What follows belongs to an exercise in optimizing a design on an open flow for small area; a production flow would make more cautious choices.
Only simulation tests tie the RTL to the original design; equivalence was not proved.
Power figures rest on the tool's default switching activity, not on a simulated workload.

// SquareWave
module SquareWave (
    input wire clk_100M,
    input wire rst,          
    input wire btn_a_i,      
    input wire btn_b_i,      
    output wire io_b3a
);
Size: about 450 cells after synthesis, about 5 I/O pins, ~3500 µm² of cells after synthesis.
clock: 12.0 ns
lec_check: 0
cap_margin: 0
core_margin: 2
core_utilization: 65
slew_margin: 0
standard.sh (not shown) runs the stock make flow with config.mk's settings and CLKGATE_MAP_FILE= SYNTH_SCRIPT=/design/flow/synth_recipe.tcl, a recipe that flattens the netlist after the stock synthesis.
==> flow/flow/run.sh <==
#!/bin/bash
# Standard layout, with the synthesis's ABC run given an area-oriented
# script (flow/area.abc) in place of ORFS's delay-oriented one, adders left
# to ABC rather than mapped to adder cells, and the clock tree built with
# the options in flow/cts_args.txt, and any make settings in
# flow/make_args.txt (one per line). Everything else, including the
# synthesis script itself, is the standard flow's.
set -euo pipefail
W=$(pwd)
cat > "$W/my_synth.tcl" <<EOT
proc abc {args} {
  set i [lsearch -exact \$args -script]
  if {\$i >= 0} { lset args [expr {\$i + 1}] $W/flow/area.abc }
  yosys abc {*}\$args
}
source $W/synth_recipe.tcl
EOT
sed "s#SYNTH_SCRIPT=[^ ]*#SYNTH_SCRIPT=$W/my_synth.tcl ADDER_MAP_FILE=#" standard.sh > my_standard.sh
grep -q "SYNTH_SCRIPT=$W/my_synth.tcl" my_standard.sh
CTS="$(tr '\n' ' ' < "$W/flow/cts_args.txt")"
if [[ $# -eq 0 ]]; then set -- finish; fi
EXTRA=()
if [[ -f "$W/flow/make_args.txt" ]]; then mapfile -t EXTRA < <(grep -v '^\s*$' "$W/flow/make_args.txt"); fi
bash my_standard.sh "CTS_ARGS=$CTS" "${EXTRA[@]}" "$@" > flow_make.log 2>&1
==> flow/flow/area.abc <==
strash
&get -n
&fraig -x
&put
dc2
strash
&get -n
&dch -f
&nf -R 1000
&put
==> flow/flow/cts_args.txt <==
-sink_clustering_enable -repair_clock_nets -dont_use_dummy_load -buf_list sky130_fd_sc_hd__clkbuf_8 -root_buf sky130_fd_sc_hd__clkbuf_4
==> flow/flow/make_args.txt <==
BUFFER_PORTS_ARGS=-buffer_cell sky130_fd_sc_hd__buf_1
The first run went through all stages and came out clean.
Rerun with:
==> flow/flow/run.sh (replaced) <==
#!/bin/bash
# Standard layout, with the synthesis's ABC run given an area-oriented
# script (flow/area.abc) in place of ORFS's delay-oriented one. Everything
# else, including the synthesis script itself, is the standard flow's.
set -euo pipefail
W=$(pwd)
cat > "$W/my_synth.tcl" <<EOT
proc abc {args} {
  set i [lsearch -exact \$args -script]
  if {\$i >= 0} { lset args [expr {\$i + 1}] $W/flow/area.abc }
  yosys abc {*}\$args
}
source $W/synth_recipe.tcl
EOT
sed "s#SYNTH_SCRIPT=[^ ]*#SYNTH_SCRIPT=$W/my_synth.tcl#" standard.sh > my_standard.sh
grep -q "SYNTH_SCRIPT=$W/my_synth.tcl" my_standard.sh
bash my_standard.sh "$@" > flow_make.log 2>&1
CAP_MARGIN = 20   (was 0)
CORE_UTILIZATION = 40   (was 65)
SLEW_MARGIN = 20   (was 0)
removed: flow/flow/cts_args.txt
removed: flow/flow/make_args.txt
Outcome: Core utilization shrinks by 26 points. Routed wire length grows by 11%. Die area grows by 73%. Clock power grows by 71%. Clock skew shrinks by 0.019 ns. Synthesized area grows by 9.0%. Design area grows by 14%. Global-route usage shrinks by 8.7 points.

The RTL this note starts from:
==> flow/design.v <==
module ButtonFilter (
    input wire clk,
    input wire rst,
    input wire ce,
    input wire btn_i,
    output wire press
);
reg newest;
reg [1:0] run;
reg [9:0] cnt;
reg lvl;
reg lvl_d;
wire stable = (run == 2'd3);
reg [10:0] eq;
integer i;
always @(*) begin
    eq[0] = 1'b1;
    for (i = 1; i < 11; i = i + 1)
        eq[i] = eq[i-1] & ~(cnt[i-1] ^ newest);
end
wire at_top = &(cnt | ~10'd999);
wire done = newest ? at_top : eq[10];
wire step = ce & ~done;
always @(posedge clk) begin
    if (rst)
        cnt <= 10'd999;
    else if (step)
        cnt <= cnt ^ eq[9:0];
end
always @(posedge clk) begin
    if (rst) begin
        newest <= 1'b1;
        run <= 2'd3;
        lvl <= 1'b1;
        lvl_d <= 1'b1;
    end else if (ce) begin
        newest <= btn_i;
        if (btn_i != newest)
            run <= 2'd0;
        else if (run != 2'd3)
            run <= run + 1'b1;
        lvl_d <= lvl;
        if (done && stable)
            lvl <= newest;
    end
end
assign press = lvl_d & ~lvl;
endmodule
module SquareWave (
    input wire clk_100M,
    input wire rst,          
    input wire btn_a_i,      
    input wire btn_b_i,      
    output wire io_b3a
);
reg [3:0] sc;
always @(posedge clk_100M) begin
    if (rst)
        sc <= 4'd0;
    else
        sc <= sc + 1'b1;
end
wire ce = (sc == 4'd7);
wire press_a;
wire press_b;
ButtonFilter buttonFilter_a (.clk(clk_100M), .rst(rst), .ce(ce), .btn_i(btn_a_i), .press(press_a));
ButtonFilter buttonFilter_b (.clk(clk_100M), .rst(rst), .ce(ce), .btn_i(btn_b_i), .press(press_b));
reg [3:0] rk;
reg [1:0] rt;
reg pend_up;
reg pend_dn;
reg [3:0] ck;
reg [1:0] ct;
always @(*) begin
    ck = rk;
    ct = rt;
    if (pend_up) begin
        if (rt == 2'd2) begin
            ck = rk + 1'b1;
            ct = 2'd0;
        end else begin
            ct = rt + 1'b1;
        end
    end else if (pend_dn) begin
        if (rt == 2'd0) begin
            ck = rk - 1'b1;
            ct = 2'd2;
        end else begin
            ct = rt - 1'b1;
        end
    end
end
wire at_min = (ck == 4'd0) && (ct == 2'd0);
wire at_max = (ck == 4'd8) && (ct == 2'd0);
wire go_dn = press_a && !at_min;
wire go_up = !go_dn && press_b && !at_max;
always @(posedge clk_100M) begin
    if (rst) begin
        rk <= 4'd7;
        rt <= 2'd0;
        pend_up <= 1'b0;
        pend_dn <= 1'b0;
    end else if (ce) begin
        rk <= ck;
        rt <= ct;
        pend_up <= go_up;
        pend_dn <= go_dn;
    end
end
reg [2:0] m5 [0:8];
reg [7:0] m2;
reg [8:0] ign_e;    
reg [8:0] ge2_e;    
reg [7:0] ign_o;    
integer i;
always @(*) begin
    for (i = 0; i < 9; i = i + 1) begin
        ge2_e[i] = (rt == 2'd2) && (i == rk + 1);
        ign_e[i] = (i > rk) && !ge2_e[i];
    end
    for (i = 0; i < 8; i = i + 1)
        ign_o[i] = (i > rk) || ((i == rk) && (rt != 2'd1));
end
reg hit;
always @(*) begin
    hit = 1'b1;
    for (i = 0; i < 9; i = i + 1)
        hit = hit & (m5[i][2] | ign_e[i] | (ge2_e[i] & m5[i][1]));
    for (i = 0; i < 8; i = i + 1)
        hit = hit & (m2[i] | ign_o[i]);
end
wire past = (rk == 4'd0) && (((rt == 2'd0) && (m2[0] || (|m5[1]))) ||
                             ((rt == 2'd1) && (|m5[1])));
wire clr = press_a | press_b | past | hit;
reg wave;
reg c;
always @(posedge clk_100M) begin
    if (rst) begin
        for (i = 0; i < 9; i = i + 1)
            m5[i] <= 3'd0;
        m2 <= 8'd0;
        wave <= 1'b0;
    end else begin
        if (clr) begin
            for (i = 0; i < 9; i = i + 1)
                m5[i] <= 3'd0;
            m2 <= 8'd0;
        end else begin
            c = 1'b1;
            for (i = 0; i < 9; i = i + 1) begin
                if (c)
                    m5[i] <= m5[i][2] ? 3'd0 : m5[i] + 1'b1;
                c = c & m5[i][2];
                if (i < 8) begin
                    if (c)
                        m2[i] <= ~m2[i];
                    c = c & m2[i];
                end
            end
        end
        if (!press_a && !press_b && !past && hit)
            wave <= ~wave;
    end
end
assign io_b3a = wave;
endmodule
==> flow/config.mk <==
export PLATFORM = sky130hd
export DESIGN_NAME = SquareWave
export DESIGN_NICKNAME = SquareWave
export VERILOG_FILES = /design/flow/design.v
export SDC_FILE = /design/flow/constraint.sdc
export NUM_CORES = 4
export LEC_CHECK = 0
export CAP_MARGIN = 20
export CORE_MARGIN = 2
export CORE_UTILIZATION = 40
export SLEW_MARGIN = 20
==> flow/constraint.sdc <==
create_clock -name core_clock -period 12.0 [get_ports {clk_100M}]
set_input_delay 2.4000 -clock core_clock [delete_from_list [all_inputs] [get_ports {clk_100M}]]
set_output_delay 2.4000 -clock core_clock [all_outputs]
set_load 0.01 [all_outputs]
==> flow/flow/run.sh <==
#!/bin/bash
# Standard layout, with the synthesis's ABC run given an area-oriented
# script (flow/area.abc) in place of ORFS's delay-oriented one, adders left
# to ABC rather than mapped to adder cells, and the clock tree built with
# the options in flow/cts_args.txt. Everything else, including the
# synthesis script itself, is the standard flow's.
set -euo pipefail
W=$(pwd)
cat > "$W/my_synth.tcl" <<EOT
proc abc {args} {
  set i [lsearch -exact \$args -script]
  if {\$i >= 0} { lset args [expr {\$i + 1}] $W/flow/area.abc }
  yosys abc {*}\$args
}
source $W/synth_recipe.tcl
EOT
sed "s#SYNTH_SCRIPT=[^ ]*#SYNTH_SCRIPT=$W/my_synth.tcl ADDER_MAP_FILE=#" standard.sh > my_standard.sh
grep -q "SYNTH_SCRIPT=$W/my_synth.tcl" my_standard.sh
CTS="$(tr '\n' ' ' < "$W/flow/cts_args.txt")"
if [[ $# -eq 0 ]]; then set -- finish; fi
bash my_standard.sh "CTS_ARGS=$CTS" "$@" > flow_make.log 2>&1
==> flow/flow/cts_args.txt <==
-sink_clustering_enable -repair_clock_nets -dont_use_dummy_load -buf_list sky130_fd_sc_hd__clkbuf_16 -root_buf sky130_fd_sc_hd__clkbuf_16 -sink_clustering_size 100 -sink_clustering_max_diameter 500
Scripts as last shown in full above: flow/flow/area.abc
Edit:
==> flow/flow/cts_args.txt (replaced) <==
-sink_clustering_enable -repair_clock_nets -dont_use_dummy_load -buf_list sky130_fd_sc_hd__clkbuf_8 -root_buf sky130_fd_sc_hd__clkbuf_8 -sink_clustering_size 30
Die area does not change.
Worst setup slack gets better by 0.018 ns.
Non-clock buffer count does not change.
Critical path depth is unchanged.
Sequential power hardly moves.
Clock power goes down by a quarter to a third.
Synthesized area does not change.
Utilization goes down by 1.2 points.
Global-route usage barely changes.

[what the ideal ports hide]
The results above use ideal ports. As a check the final layouts listed here were re-extracted and re-timed, cells and wires unchanged.
Step 1 (the two cells are an assumption about what drives the block):
set clk [get_ports {clk_100M}]
set_driving_cell -lib_cell sky130_fd_sc_hd__clkbuf_16 $clk
set_driving_cell -lib_cell sky130_fd_sc_hd__buf_2 [delete_from_list [all_inputs] $clk]
Step 2 also shifts input and output timing later by t, the mid clock arrival at the registers, as if the neighbouring blocks saw the same clock.
Slacks: no drivers / after step 1 / after step 2; pairs: no drivers / after step 1.
run	t, ns	slack for setup (ns)	worst setup path after step 2	latest minus earliest clock arrival (ns)	pins driven straight from the clock port
the first run of note 1	0.431	8.265 / 8.270 / 7.839	input to register	0.026 / 0.026	1
the second run of note 1	0.378	7.867 / 7.878 / 7.500	input to register	0.007 / 0.008	1
the first run of note 2	0.355	7.857 / 7.871 / 7.515	input to register	0.015 / 0.015	1
the second run of note 2	0.364	7.875 / 7.885 / 7.520	input to register	0.021 / 0.021	1
After both steps every run listed still meets setup and hold. For the first run of note 1, which loses most, drivers alone change the setup slack by +0.005 ns; drivers and shift together by -0.426 ns.
